This is an optimization exercise on Yosys and OpenROAD, whose aim is small area and a short achievable clock period, not a production implementation. RTL that was checked went through simulation tests only; none was proved equivalent to the original. Function not checked in run 1: the RTL went through the layout flow alone. Power and IR drop assume default switching activity.

<file path="design.v">
`timescale 1ns / 1ps
module cpu(
    input rst_n, clk,
    input [31:0] imem_insn,
    output [31:0] imem_addr,
    output [31:0] trace_instruction, trace_rd_value,
    output [11:0] trace_imm,
    output [4:0] trace_rd, trace_rs1, trace_rs2
);
    reg [31:2] pc;
    always @(posedge clk) begin
        if (!rst_n) pc <= 30'd0;
        else pc <= pc + 30'd1;
    end
    assign imem_addr = {pc, 2'b00};
    reg [31:0] ir;
    always @(posedge clk) ir <= imem_insn;
    assign trace_instruction = ir;
    assign trace_imm = ir[31:20];
    reg [31:0] a_q, b_q;         
    reg        we_e;             
    reg [4:0]  rd_e;
    reg        sub_q, sra_q;
    reg [7:0]  sel_q;            
    reg [31:0] res_q;            
    reg        we_r;
    reg [4:0]  rd_r;
    reg [31:0] rd_value_t;       
    reg [4:0]  rd_t, rs1_t, rs2_t;
    wire [31:0] alu_res;
    wire [4:0] rs1 = ir[19:15];
    wire [4:0] rs2 = ir[24:20];
    wire [4:0] rd  = ir[11:7];
    wire [2:0] f3  = ir[14:12];
    wire is_imm = (ir[6:0] == 7'b0010011);
    wire is_reg = (ir[6:0] == 7'b0110011);
    wire alt    = |ir[31:25];
    wire we_d   = (is_imm | is_reg) & (rd != 5'd0);
    wire [4:0] nrs1 = imem_insn[19:15];
    wire [4:0] nrs2 = imem_insn[24:20];
    reg  [31:1] dec1, dec2;
    reg  fe1, fe2, fr1, fr2;
    always @(posedge clk) begin
        dec1 <= 32'd1 << nrs1 >> 1;
        dec2 <= 32'd1 << nrs2 >> 1;
        fe1  <= we_d && (rd == nrs1);
        fe2  <= we_d && (rd == nrs2);
        fr1  <= we_e && (rd_e == nrs1);
        fr2  <= we_e && (rd_e == nrs2);
    end
    reg [31:0] regs [1:31];
    reg [31:0] rf1, rf2;
    integer ri;
    always @(*) begin
        rf1 = 32'd0;
        rf2 = 32'd0;
        for (ri = 1; ri < 32; ri = ri + 1) begin
            rf1 = rf1 | ({32{dec1[ri]}} & regs[ri]);
            rf2 = rf2 | ({32{dec2[ri]}} & regs[ri]);
        end
    end
    wire fe2b = fe2 && !is_imm;
    wire sub_d = (is_reg && f3 == 3'b000 && alt) || f3 == 3'b010 || f3 == 3'b011;
    wire [31:0] a_old = fr1 ? res_q : rf1;
    wire [31:0] b_old = is_imm ? {{20{ir[31]}}, ir[31:20]} : (fr2 ? res_q : rf2);
    always @(posedge clk) begin
        we_e  <= we_d;
        rd_e  <= rd;
        sub_q <= sub_d;
        sra_q <= alt;
        sel_q <= 8'd1 << f3;
        rs1_t <= rs1;
        rs2_t <= rs2;
    end
    wire [31:0] a  = a_q;
    wire [31:0] bx = b_q;        
    wire [32:0] g0 = {a & bx, sub_q};
    wire [32:0] p0 = {a ^ bx, 1'b0};
    wire [32:0] g1, p1, g2, p2, g3, p3, g4, p4, g5, p5, c;
    genvar gi;
    generate for (gi = 0; gi < 33; gi = gi + 1) begin : g_ks
        if (gi >= 1)  begin : l1 assign g1[gi] = g0[gi] | (p0[gi] & g0[gi-1]);  assign p1[gi] = p0[gi] & p0[gi-1];  end
        else          begin : k1 assign g1[gi] = g0[gi]; assign p1[gi] = p0[gi]; end
        if (gi >= 2)  begin : l2 assign g2[gi] = g1[gi] | (p1[gi] & g1[gi-2]);  assign p2[gi] = p1[gi] & p1[gi-2];  end
        else          begin : k2 assign g2[gi] = g1[gi]; assign p2[gi] = p1[gi]; end
        if (gi >= 4)  begin : l3 assign g3[gi] = g2[gi] | (p2[gi] & g2[gi-4]);  assign p3[gi] = p2[gi] & p2[gi-4];  end
        else          begin : k3 assign g3[gi] = g2[gi]; assign p3[gi] = p2[gi]; end
        if (gi >= 8)  begin : l4 assign g4[gi] = g3[gi] | (p3[gi] & g3[gi-8]);  assign p4[gi] = p3[gi] & p3[gi-8];  end
        else          begin : k4 assign g4[gi] = g3[gi]; assign p4[gi] = p3[gi]; end
        if (gi >= 16) begin : l5 assign g5[gi] = g4[gi] | (p4[gi] & g4[gi-16]); assign p5[gi] = p4[gi] & p4[gi-16]; end
        else          begin : k5 assign g5[gi] = g4[gi]; assign p5[gi] = p4[gi]; end
        if (gi >= 32) begin : l6 assign c[gi] = g5[gi] | (p5[gi] & g5[gi-32]); end
        else          begin : k6 assign c[gi] = g5[gi]; end
    end endgenerate
    wire [31:0] p = p0[32:1];
    wire ltu = ~c[32];
    wire lts = p[31] ? ~c[31] : a[31];
    wire        left = sel_q[1];
    wire [31:0] a_rev;
    generate for (gi = 0; gi < 32; gi = gi + 1) begin : g_rev
        assign a_rev[gi] = a[31 - gi];
    end endgenerate
    wire [31:0] sh_in = left ? a_rev : a;
    wire        fill  = sra_q & ~left & a[31];
    wire [31:0] shr   = $signed({fill, sh_in}) >>> bx[4:0];
    wire [31:0] shl;
    generate for (gi = 0; gi < 32; gi = gi + 1) begin : g_rev2
        assign shl[gi] = shr[31 - gi];
    end endgenerate
    wire [31:0] other =
          ({32{sel_q[1]}} & shl)
        | ({32{sel_q[2]}} & {31'd0, lts})
        | ({32{sel_q[3]}} & {31'd0, ltu})
        | ({32{sel_q[4]}} & (a ^ bx))
        | ({32{sel_q[5]}} & shr)
        | ({32{sel_q[6]}} & (a | bx))
        | ({32{sel_q[7]}} & (a & bx));
    wire [31:0] r0 = other | ({32{sel_q[0]}} &  p);
    wire [31:0] r1 = other | ({32{sel_q[0]}} & ~p);
    assign alu_res = (c[31:0] & r1) | (~c[31:0] & r0);
    wire [31:0] a0 = fe1 ? r0 : a_old;
    wire [31:0] a1 = fe1 ? r1 : a_old;
    wire [31:0] b0 = (fe2b ? r0 : b_old) ^ {32{sub_d}};
    wire [31:0] b1 = (fe2b ? r1 : b_old) ^ {32{sub_d}};
    always @(posedge clk) begin
        a_q <= (c[31:0] & a1) | (~c[31:0] & a0);
        b_q <= (c[31:0] & b1) | (~c[31:0] & b0);
    end
    always @(posedge clk) begin
        res_q <= alu_res;
        rd_r  <= rd_e;
        we_r  <= we_e;
    end
    always @(posedge clk) begin
        if (we_r) regs[rd_r] <= res_q;
        rd_t       <= rd_r;
        rd_value_t <= res_q;
    end
    assign trace_rd_value = rd_value_t;
    assign trace_rd  = rd_t;
    assign trace_rs1 = rs1_t;
    assign trace_rs2 = rs2_t;
endmodule
</file>
<file path="run.sh">
#!/bin/bash
# synth_recipe.tcl (not shown) runs the flow's synth.tcl, then flattens the netlist and writes it again
# the make line also repeats each setting of config.mk as NAME=value (left out here)
make -C /OpenROAD-flow-scripts/flow DESIGN_CONFIG=/design/flow/config.mk WORK_HOME=/design/flow/orfs CLKGATE_MAP_FILE= SYNTH_SCRIPT=/design/flow/synth_recipe.tcl finish
</file>
<file path="config.mk">
export PLATFORM = sky130hd
export DESIGN_NAME = cpu
export DESIGN_NICKNAME = cpu
export VERILOG_FILES = /design/flow/design.v
export SDC_FILE = /design/flow/constraint.sdc
export NUM_CORES = 4
export LEC_CHECK = 0
export CAP_MARGIN = 20
export CORE_MARGIN = 2
export CORE_UTILIZATION = 50
export SETUP_SLACK_MARGIN = 1.8
export SLEW_MARGIN = 20
</file>
<file path="constraint.sdc">
create_clock -name core_clock -period 5.0 [get_ports {clk}]
set_input_delay 1.0000 -clock core_clock [delete_from_list [all_inputs] [get_ports {clk}]]
set_output_delay 1.0000 -clock core_clock [all_outputs]
set_load 0.01 [all_outputs]
</file>
==> summary.md, run 1 <==
The flow ran to the end and the layout has no timing, DRC or antenna violations. After legalization and detailed placement, the total HPWL measured 164000 um. For this run, design rule violations remaining after detail routing come to 0. Internal power comes to 20300 uW. The number of warning messages in the yosys log was 1.

Compared with the post-synthesis result, the final layout area differs by 17.7%. The switching fraction of total power works out to 0.287. Using the TritonRoute via totals, the vias-per-cell ratio works out to 7.99.

The tools report the combinational share of power as 0.175. The routed layout has 48300 vias. The total overflow left after global routing is 0. The relative slew slack came out at 0.134.

The worst-skew pair later-pin latency was 790 ps. At the pin with the least slew margin, the transition time is 1300 ps. On the final layout, the worst clock skew is 35.9 ps. Setup violations remaining at the end of the flow were counted as 0. Iteration count of the initial detailed-routing pass: 10. For the register area share after synthesis, the log shows 0.637.

The smallest clock period supported by the final layout is computed as 3380 ps. The number of pins exceeding their max-slew limit in the final report was 0; the portion of the clock cycle consumed by the worst path in the final layout was 0.677. Setup repair after global routing could not meet its margin everywhere. The cell with the largest stage delay on the worst path was sky130_fd_sc_hd__dfxtp_2. The maximum level of the CTS H-tree is 4, and the mean post-synth cell area is 13.3 um^2.

For the starting density of the core, the log shows 0.505. The layout has 8836 filler cells. The type of element launching the critical path was a register.

The die span in x works out to 339 um. The proportion of synthesized flip-flops having asynchronous set or reset was 0. The most critical setup path has its startpoint at dec2[14]$_SDFF_PP0_. Timing would allow up to 295 MHz. Routability-driven placement finished with a final weighted congestion of 0.988.

The run gives 0 as the antenna violation net count after detailed routing. The tools report the critical register-to-register path endpoint as b_q[27]$_DFF_P_. The kind of cell with the highest combined delay on the critical path is flip-flops. The quantity of I/O buffers inserted on ports came out at 154. Power spread over the standard cell area amounts to 433 nW/um^2.

The final layout contains 4535 nets. Counting every instance in the synthesized netlist gives 4216. Synthesis inferred 1285 register bits.

The clock net in this run drives a total of 1285 sinks. The critical path capture point type was a register. The number of hold violations in the final report came out at 0. The final standard cell utilization of the core is 0.594. The critical path is of the register to register type. In this run the critical register-to-register path is launched from dec2[14]$_SDFF_PP0_. The detailed router finished its first iteration with 11400 violations. Across the VDD grid, the largest voltage drop is 287 uV. The startpoint identified for the worst hold timing path is ir[15]$_DFF_P_. The critical path goes through buf_4, a22oi_1, nand4_1, nor4_1, buf_2, o21ai_0, o31ai_1, xnor2_1. The number of global-route vias before repair was 44700; the share of cells above drive strength 1 was 0.172. The number of antenna violations at the first check in global routing is 19. For the worst setup path, the data required time is 5630 ps. Summing all flip-flop and latch instances after layout gives 35800 um^2. In this run the worst path has a maximum fanout of 17.

TritonCTS built the clock tree. The end point of the worst hold path was rs1_t[0]$_DFF_P_. Clock tree synthesis selected as its root buffer the cell sky130_fd_sc_hd__clkbuf_16. Along the worst hold path, the cell count comes to 0.

Type of the tightest min-delay check: register to register. The vertical extent of the die is 339 um. Total length of routed wires: 275000 um. The buffer and inverter count on the worst path was 2. The area of combinational cells with multiple inputs came out at 19400 um^2. Leaving out fill and tap cells, the most frequent cell in the layout is sky130_fd_sc_hd__edfxtp_1. The longest clock path from root to sink contains 3 buffers. The most used flip-flop cell after synthesis is sky130_fd_sc_hd__edfxtp_1. The largest single stage delay on the critical path is 1120 ps. The cell depth of the worst flop-to-flop path is 8, and the synthesized cell area is 56000 um^2.

For the worst setup path, the data arrival time is 4020 ps. The tools report the number of violations of the max-capacitance limit as 0. The pin count of the biggest net entering global routing is 65, and the number of synthesized flops with an enable pin is 992. Dividing the detail-routed wire length by the instance count gives 45.5 um.

For the final setup TNS, the log shows 0 ps. The tools report the fraction of power consumed by the clock network as 0.368. The global routing usage summed across all routing layers was 0.466. The site row count is 122. The floorplan step defined a die boundary enclosing 115000 um^2. After clock tree synthesis, the clock-pin slew on the worst setup and hold paths is 60 ps. Counting buffers and inverters, the worst setup path is 8 cells deep.

The logs give 78 for the number of distinct library cells after synthesis and 1620 ps for the setup slack of the most critical reg-to-reg path. The count of boundary I/O pins was 157; the number of buffers created by CTS was 136. The analysis attributes to cell leakage a power of 0.0221 uW. Portion of total power attributed to sequential cells: 0.457. The first-pass GRT wire length came out at 369000 um.

The floorplan core area is 111000 um^2. Hold is met by 351 ps. In the layout the commonest cells are sky130_fd_sc_hd__edfxtp_1, sky130_fd_sc_hd__a22oi_1, sky130_fd_sc_hd__a221oi_1. For this design the total switching power over the nets is 8180 uW.
layer usage:
| metal | track usage | up-vias | part of all wire |
|---|---|---|---|
| li1 | - | 17700 | - |
| met1 | 0.563 | 23100 | 0.32 |
| met2 | 0.652 | 5700 | 0.40 |
| met3 | 0.228 | 1685 | 0.18 |
| met4 | 0.318 | 28 | 0.090 |
| met5 | 0.0150 | - | 0.0022 |
flip-flops by register name (all words and copies together), names as in the netlist, 30 cells and up:
signal and flops:
b_q 32, regs 992, rd_value_t 32, ir 32, pc 30, dec1 31
dec2 31, a_q 32, res_q 32
area by class of cell:
cell class | count | area share
timing repair buffer | 408 | 0.0586
clock buffer | 172 | 0.0576
tap | 1488 | 0.0283
antenna | 9 | 0.000342
inverter | 88 | 0.00524
sequential | 1285 | 0.544
clock inverter | 73 | 0.0119
timing repair inverter | 1 | 0.0000760
multi-input combinational | 2516 | 0.295
kinds of logic after synthesis:
logic type               share of synthesized area
AND/OR/NAND/NOR                             0.0666
buffers and inverters                       0.0297
XOR/XNOR                                    0.0155
other                                    0.0000670
AO/OA/AOI/OAI                                0.202
multiplexers                                0.0349
flip-flops                                   0.637
adder cells (fa/ha/maj)                     0.0145
metrics by stage:
stage | instances | power (uW) | worst slack, ps | instance area, um^2
floorplan | 4217 | 15600 | 1780 | 56000
global placement | 5751 | 17700 | 1070 | 60300
detailed placement | 5756 | 17700 | 1040 | 60400
CTS | 6019 | 28100 | 1730 | 65400
global route | 6032 | 29100 | 1680 | 65800
finish | 6040 | 28500 | 1620 | 65900
power groups by stage:
stage	clock (uW)	combinational [uW]	sequential, uW
2_1_floorplan	0	2250	13300
3_3_place_gp	0	4490	13200
3_5_place_dp	0	4470	13200
4_1_cts	10500	4660	13000
5_1_grt	10900	5180	13000
6_report	10500	5000	13000
worst max-delay path by stage:
stage                           end  slack (ps)
floorplan           b_q[28]$_DFF_P_        1780
global placement     b_q[9]$_DFF_P_        1070
detailed placement   b_q[9]$_DFF_P_        1040
CTS                  b_q[2]$_DFF_P_        1730
global route         b_q[4]$_DFF_P_        1680
finish              b_q[27]$_DFF_P_        1620
cell usage after synthesis, drive strengths merged, types with 87 or more instances:
| cell | count | share of area |
|---|---|---|
| a221oi | 284 | 0.044 |
| a21oi | 153 | 0.014 |
| edfxtp | 992 | 0.53 |
| clkbuf | 258 | 0.017 |
| a22o | 275 | 0.043 |
| nand2 | 166 | 0.011 |
| o21ai | 173 | 0.015 |
| inv | 87 | 0.0058 |
| nand4 | 141 | 0.016 |
| nor2 | 154 | 0.010 |
| nand3 | 109 | 0.0097 |
| dfxtp | 293 | 0.10 |
| a22oi | 419 | 0.056 |
repair_timing:
action / 4_1_cts / 5_1_grt
cloned: 2 / 0
hold buffers: 0 / 0
endpoints found under the setup margin: 94 / 40
pin swaps: 8 / 14
gates resized for setup: 72 / 68
buffers inserted: 16 / 10
==> run 2, diff against run 1 <==
--- a/design.v
+++ b/design.v
@@ -20,2 +20,4 @@
     reg [31:0] a_q, b_q;         
+    reg [6:0]  s1_q, s2_q;
+    reg [2:0]  s3_q;
     reg        we_e;             
@@ -77,3 +79,3 @@
     wire [32:0] g0 = {a & bx, sub_q};
-    wire [32:0] p0 = {a ^ bx, 1'b0};
+    wire [32:0] p0 = {a | bx, 1'b0};      
     wire [32:0] g1, p1, g2, p2, g3, p3, g4, p4, g5, p5, c;
@@ -94,19 +96,25 @@
     end endgenerate
-    wire [31:0] p = p0[32:1];
+    wire [31:0] p = a ^ bx;
     wire ltu = ~c[32];
     wire lts = p[31] ? ~c[31] : a[31];
-    wire        left = sel_q[1];
-    wire [31:0] a_rev;
-    generate for (gi = 0; gi < 32; gi = gi + 1) begin : g_rev
-        assign a_rev[gi] = a[31 - gi];
+    wire        fill = sra_q & a[31];
+    wire [37:0] x0 = {{3{fill}}, a, 3'b000};           
+    wire [31:0] l1, l2, shv;
+    generate for (gi = 0; gi < 32; gi = gi + 1) begin : g_sh1
+        assign l1[gi] = (s1_q[0] & x0[gi+3])
+                      | (s1_q[1] & x0[gi+4]) | (s1_q[2] & x0[gi+5]) | (s1_q[3] & x0[gi+6])
+                      | (s1_q[4] & x0[gi+2]) | (s1_q[5] & x0[gi+1]) | (s1_q[6] & x0[gi]);
     end endgenerate
-    wire [31:0] sh_in = left ? a_rev : a;
-    wire        fill  = sra_q & ~left & a[31];
-    wire [31:0] shr   = $signed({fill, sh_in}) >>> bx[4:0];
-    wire [31:0] shl;
-    generate for (gi = 0; gi < 32; gi = gi + 1) begin : g_rev2
-        assign shl[gi] = shr[31 - gi];
+    wire [55:0] x1 = {{12{fill}}, l1, 12'd0};          
+    generate for (gi = 0; gi < 32; gi = gi + 1) begin : g_sh2
+        assign l2[gi] = (s2_q[0] & x1[gi+12])
+                      | (s2_q[1] & x1[gi+16]) | (s2_q[2] & x1[gi+20]) | (s2_q[3] & x1[gi+24])
+                      | (s2_q[4] & x1[gi+8])  | (s2_q[5] & x1[gi+4])  | (s2_q[6] & x1[gi]);
+    end endgenerate
+    wire [63:0] x2 = {{16{fill}}, l2, 16'd0};          
+    generate for (gi = 0; gi < 32; gi = gi + 1) begin : g_sh3
+        assign shv[gi] = (s3_q[0] & x2[gi+16]) | (s3_q[1] & x2[gi+32]) | (s3_q[2] & x2[gi]);
     end endgenerate
     wire [31:0] other =
-          ({32{sel_q[1]}} & shl)
+          ({32{sel_q[1] | sel_q[5]}} & shv)
         | ({32{sel_q[2]}} & {31'd0, lts})
@@ -114,3 +122,2 @@
         | ({32{sel_q[4]}} & (a ^ bx))
-        | ({32{sel_q[5]}} & shr)
         | ({32{sel_q[6]}} & (a | bx))
@@ -122,4 +129,12 @@
     wire [31:0] a1 = fe1 ? r1 : a_old;
-    wire [31:0] b0 = (fe2b ? r0 : b_old) ^ {32{sub_d}};
-    wire [31:0] b1 = (fe2b ? r1 : b_old) ^ {32{sub_d}};
+    wire [31:0] bt0 = fe2b ? r0 : b_old;
+    wire [31:0] bt1 = fe2b ? r1 : b_old;
+    wire [31:0] b0 = bt0 ^ {32{sub_d}};
+    wire [31:0] b1 = bt1 ^ {32{sub_d}};
+    wire [4:0] sh = (c[4:0] & bt1[4:0]) | (~c[4:0] & bt0[4:0]);
+    wire       left_d = (f3 == 3'b001);
+    wire [2:0] sh_dec1 = {sh[1:0] == 2'd3, sh[1:0] == 2'd2, sh[1:0] == 2'd1};
+    wire       sh_n1   = (sh[1:0] == 2'd0);
+    wire [2:0] sh_dec2 = {sh[3:2] == 2'd3, sh[3:2] == 2'd2, sh[3:2] == 2'd1};
+    wire       sh_n2   = (sh[3:2] == 2'd0);
     always @(posedge clk) begin
@@ -127,2 +142,5 @@
         b_q <= (c[31:0] & b1) | (~c[31:0] & b0);
+        s1_q <= {left_d ? sh_dec1 : 3'd0, left_d ? 3'd0 : sh_dec1, sh_n1};
+        s2_q <= {left_d ? sh_dec2 : 3'd0, left_d ? 3'd0 : sh_dec2, sh_n2};
+        s3_q <= {left_d & sh[4], ~left_d & sh[4], ~sh[4]};
     end
--- a/config.mk
+++ b/config.mk
@@ -10,3 +10,5 @@
 export CORE_UTILIZATION = 50
-export SETUP_SLACK_MARGIN = 1.8
+export CTS_CLUSTER_DIAMETER = 80
+export CTS_CLUSTER_SIZE = 25
+export SETUP_SLACK_MARGIN = 2.3
 export SLEW_MARGIN = 20
==> run 2 against run 1 <==
Effect of this change:
- die area grew 0.34%
- synthesized cell count grew 2.3%
- design area grew 1.4%
- register-to-register slack gained 250 ps
- cell count grew 2.2%
- maximum frequency grew 8.0%
- setup slack gained 250 ps
- largest cell class unchanged
- clock power shrank 38%
- core utilization grew 0.75 points
- global-route usage grew 0.67 points
- sequential cell count grew 17
- critical endpoint is now b_q[26]$_DFF_P_
- still clean on timing, DRC and antenna
- routed wire length grew 2.9%
==> summary.md, run 2 <==
The signal arrival time at the worst endpoint was 3710 ps (was 4020 ps); the cell depth of the worst flop-to-flop path was 8 (unchanged). End point of the worst hold path: rs1_t[2]$_DFF_P_ (was rs1_t[0]$_DFF_P_). Most used cells in the layout excluding fill and tap cells: sky130_fd_sc_hd__edfxtp_1, sky130_fd_sc_hd__a22oi_1, sky130_fd_sc_hd__buf_4 (was sky130_fd_sc_hd__edfxtp_1, sky130_fd_sc_hd__a22oi_1, sky130_fd_sc_hd__a221oi_1). The shortest clock period the worst path allows after layout is 3130 ps (was 3380 ps), and the routability-driven placement congestion ratio is 1.01 (was 0.988).

The site row count came out at 122 (unchanged). The top flip-flop cell by instance count after synthesis is sky130_fd_sc_hd__edfxtp_1 (unchanged). The transition time at the pin with the least slew margin came out at 1250 ps (was 1300 ps). The kind of cell with the highest combined delay on the critical path is simple AND/OR/NAND/NOR gates (was flip-flops).

The static leakage came out at 0.0225 uW (was 0.0221 uW). The power density of the placed cells was 381 nW/um^2 (was 433 nW/um^2). The share of cells above drive strength 1 came out at 0.212 (was 0.172). For the number of hold violations in the final report, the log shows 0 (unchanged).

The register area share after synthesis is 0.641 (was 0.637), and the portion of the clock cycle consumed by the worst path in the final layout is 0.627 (was 0.677). The synthesized cell area is 56200 um^2 (was 56000 um^2), and the worst setup slack before clock tree synthesis is 1420 ps (was 1040 ps). The vias after detailed routing is 50300 (was 48300), and the flip-flop count of the largest register after layout is 992 (unchanged).

Proportion of synthesized flip-flops having asynchronous set or reset: 0 (unchanged). The launch instance of the worst register-to-register path was dec2[2]$_SDFF_PP0_ (was dec2[14]$_SDFF_PP0_). The worst-skew pair later-pin latency was 720 ps (was 790 ps). The most common cell after layout, fill and taps aside was sky130_fd_sc_hd__edfxtp_1 (unchanged). The average routed wire per standard cell is 45.8 um (was 45.5 um). The flop and latch count out of synthesis came out at 1302 (was 1285).

Root buffer selected by CTS: sky130_fd_sc_hd__clkbuf_16 (unchanged). The register with the most flip-flops is regs (unchanged). The maximum clock rate is 319 MHz (was 295 MHz), and the die span in x is 339 um (about the same). The run gives 20600 um^2 (was 19400 um^2) as the area of combinational cells with multiple inputs.

Setup repair after global routing could not meet its margin everywhere. The starting density of the core was 0.506 (was 0.505). The number of clock sinks seen by CTS was 1302 (was 1285).

The starting DRC count in detailed routing is 12800 (was 11400). The run gives 45800 (was 44700) as the number of global-route vias before repair. The number of distinct library cells after synthesis was 89 (was 78); the final setup violation count was 0 (unchanged).

The global routing usage summed across all routing layers is 0.473 (was 0.466), and the count of boundary I/O pins is 157 (unchanged). The cell depth of the worst min-delay path works out to 0 (unchanged). Leading cell types by total area after synthesis: sky130_fd_sc_hd__edfxtp_1, sky130_fd_sc_hd__dfxtp_1, sky130_fd_sc_hd__a22oi_1 (unchanged). The clock transition at the registers of the reported paths was 100 ps (was 60 ps); the final standard cell utilization of the core was 0.602 (was 0.594).

The type of the tightest min-delay check was register to register (unchanged). The final setup TNS was 0 ps (unchanged). The library cell with the largest summed area after synthesis is sky130_fd_sc_hd__edfxtp_1 (unchanged). Maximum level of the CTS H-tree: 3 (was 4). The iteration count of the initial detailed-routing pass was 15 (was 10). Launch instance of the worst min-delay path: ir[17]$_DFF_P_ (was ir[15]$_DFF_P_).

The run gives 3 (unchanged) as the buffer levels on the longest clock path. The required time at the worst-slack endpoint came out at 5580 ps (was 5630 ps). The flow ran to the end and the layout has no timing, DRC or antenna violations. The number of warning messages in the yosys log is 1 (unchanged), and the final-layout fill cell count is 8844 (was 8836). The critical path capture point type is a register (unchanged). The vertical extent of the die is 339 um (about the same). The number of logic stages on the critical path including buffering is 8 (unchanged), and the number of antenna violations at the first check in global routing is 22 (was 19). The antenna violation net count after detailed routing is 0 (unchanged).

For the post-route total power, the log shows 25400 uW (was 28500 uW). The largest stage delay on the critical path came out at 790 ps (was 1120 ps). The area of all sequential standard cells is 36300 um^2 (was 35800 um^2), and the relative slew slack is 0.167 (was 0.134). Peak supply drop: 306 uV (was 287 uV). The kind of critical path is register to register (unchanged).

TritonCTS built the clock tree. The floorplan core area is 111000 um^2 (about the same). The buffer and inverter count on the worst path works out to 1 (was 2). Top post-synthesis cells by count: sky130_fd_sc_hd__edfxtp_1, sky130_fd_sc_hd__a22oi_1, sky130_fd_sc_hd__dfxtp_1 (unchanged).

The area growth from synthesis to layout is 18.9% (was 17.7%), and the worst-case hold slack is 355 ps (was 351 ps). The tools report the number of pins exceeding their max-slew limit in the final report as 0 (unchanged). The tools report the number of DRC violations after detailed routing as 0 (unchanged). Half-perimeter wire length of the detailed placement result: 171000 um (was 164000 um).

The critical register-to-register path endpoint is b_q[26]$_DFF_P_ (was b_q[27]$_DFF_P_). The number of buffers created by CTS is 67 (was 136). The largest fanout of any net on the critical path is 15 (was 17), and the setup skew after layout is 40.3 ps (was 35.9 ps). Type of element launching the critical path: a register (unchanged). The mean post-synth cell area came out at 13.0 um^2 (was 13.3 um^2). The tools report the least setup slack across all paths after layout as 1870 ps (was 1620 ps).

The logs give 4735 (was 4535) for the total number of nets in the final design and 4314 (was 4216) for the number of instances in the synthesized netlist. The die area is 115000 um^2 (about the same). The run gives 0 (unchanged) as the number of violations of the max-capacitance limit.

The tools report the count of hold buffers inserted by post-cts repair as 0 (unchanged). The run gives 377000 um (was 369000 um) as the first-pass GRT wire length. Cell-by-cell listing of the critical path: buf_4, a22o_1, a221oi_1, nand3_1, nor4_4, o21ai_0, o21a_1, xnor2_1 (was buf_4, a22oi_1, nand4_1, nor4_1, buf_2, o21ai_0, o31ai_1, xnor2_1). The number of synthesized flops with an enable pin was 992 (unchanged); the setup slack of the most critical reg-to-reg path was 1870 ps (was 1620 ps). Cell with the largest stage delay on the worst path: sky130_fd_sc_hd__nor4_4 (was sky130_fd_sc_hd__dfxtp_2). The most used standard cell by instance count after synthesis is sky130_fd_sc_hd__edfxtp_1 (unchanged). The via density per instance is 8.15 (was 7.99). The logs give 283000 um (was 275000 um) for the total length of routed wires and 38 (was 65) for the pin count of the biggest net entering global routing.

The area share of the largest cell type after synthesis is 0.531 (was 0.532), and the quantity of I/O buffers inserted on ports is 154 (unchanged). The leftover overflow at the end of global routing was 0 (unchanged).
-- run 2: worst max path at each step --
stage                             from                     to  slack [ps]
floorplan                 we_r$_DFF_P_  regs[28][0]$_DFFE_PP_        2260
global placement    s1_q[3]$_SDFF_PN0_        b_q[12]$_DFF_P_        1420
detailed placement     a_q[10]$_DFF_P_        b_q[23]$_DFF_P_        1420
CTS                    a_q[11]$_DFF_P_        b_q[26]$_DFF_P_        2160
global route        dec2[2]$_SDFF_PP0_        b_q[26]$_DFF_P_        1960
finish              dec2[2]$_SDFF_PP0_        b_q[26]$_DFF_P_        1870
-- run 2: layer usage --
metal / wire, um / GRT usage / vias up / part of all wire
met4: 26900 / 0.318 / 28 / 0.095
met1: 92000 / 0.578 / 24200 / 0.33
met5: 221 / 0.0151 / - / 0.00078
met2: 113000 / 0.663 / 5909 / 0.40
li1: - / - / 18500 / -
met3: 50600 / 0.220 / 1740 / 0.18
-- run 2: final cells by class --
cell class	count	area share
flip-flops and latches	1302	0.544
multi-input cells	2563	0.308
repair buffers	596	0.0836
well taps	1488	0.0279
clock buffers	93	0.0278
inverters	106	0.00605
clock inverters	18	0.00292
diodes	9	0.000337
-- run 2: power by group --
part | switching (uW) | internal [uW]
combinational | 3460 | 2110
sequential | 652 | 12700
clock | 3750 | 2720
total | 7870 | 17600
-- run 2: kinds of logic (layout without fill, tap and decap cells) --
logic type               count (synthesis)  after routing  synth area share
XOR/XNOR                                74             74            0.0115
AND/OR/NAND/NOR                        790            790            0.0737
multiplexers                            10             10           0.00183
adder cells (fa/ha/maj)                 65             65            0.0145
buffers and inverters                  450            813            0.0313
flip-flops                            1302           1302             0.641
other                                    1             11         0.0000668
AO/OA/AOI/OAI                         1622           1622             0.226
-- run 2: what timing repair did --
item	4_1_cts	5_1_grt
gates resized for setup	417	150
buffers inserted	133	66
setup endpoints to repair	659	178
cloned	5	1
pin swaps	166	128
-- run 2: worst register-to-register path: stages, from the launching register on --
cell and delay [ps]:
sky130_fd_sc_hd__dfxtp_2 690, sky130_fd_sc_hd__buf_4 390, sky130_fd_sc_hd__a22o_1 230, sky130_fd_sc_hd__a221oi_1 250, sky130_fd_sc_hd__nand3_1 190, sky130_fd_sc_hd__nor4_4 790
sky130_fd_sc_hd__o21ai_0 210, sky130_fd_sc_hd__o21a_1 160, sky130_fd_sc_hd__xnor2_1 110
-- run 2: per-stage QoR --
stage                     area, um^2  std cells
final                          66800       6175
after CTS                      65600       6099
after global routing           66800       6169
after detailed placement       60700       5850
after floorplan                56200       4315
after global placement         60600       5850

## static timing again, ports no longer ideal
In the flow no input, the clock included, has a driving cell. The finished layouts below were timed again as built, in two steps.
Step 1: set_driving_cell puts a clkbuf_16 on clk and a buf_2 on each other input, an assumption about the parent block.
Step 2, shift: input delay + t, output delay - t, t = (earliest + latest rising clock arrival at the registers) / 2. This alone moves slack from input paths to output paths.
Slacks: no drivers / after step 1 / after step 2; pairs: no drivers / after step 1.
run | t, ns | slack for setup (ns) | hold slack, ns | worst register clock-pin slew, ns | cell pins on the clock port's net
run 1 | 0.842 | 1.616 / 1.616 / 1.616 | 0.351 / 0.351 / 0.351 | 0.07 / 0.07 | 1
run 2 | 0.774 | 1.867 / 1.867 / 1.867 | 0.355 / 0.355 / 0.355 | 0.12 / 0.12 | 1
After both steps setup and hold are still met in every run listed.
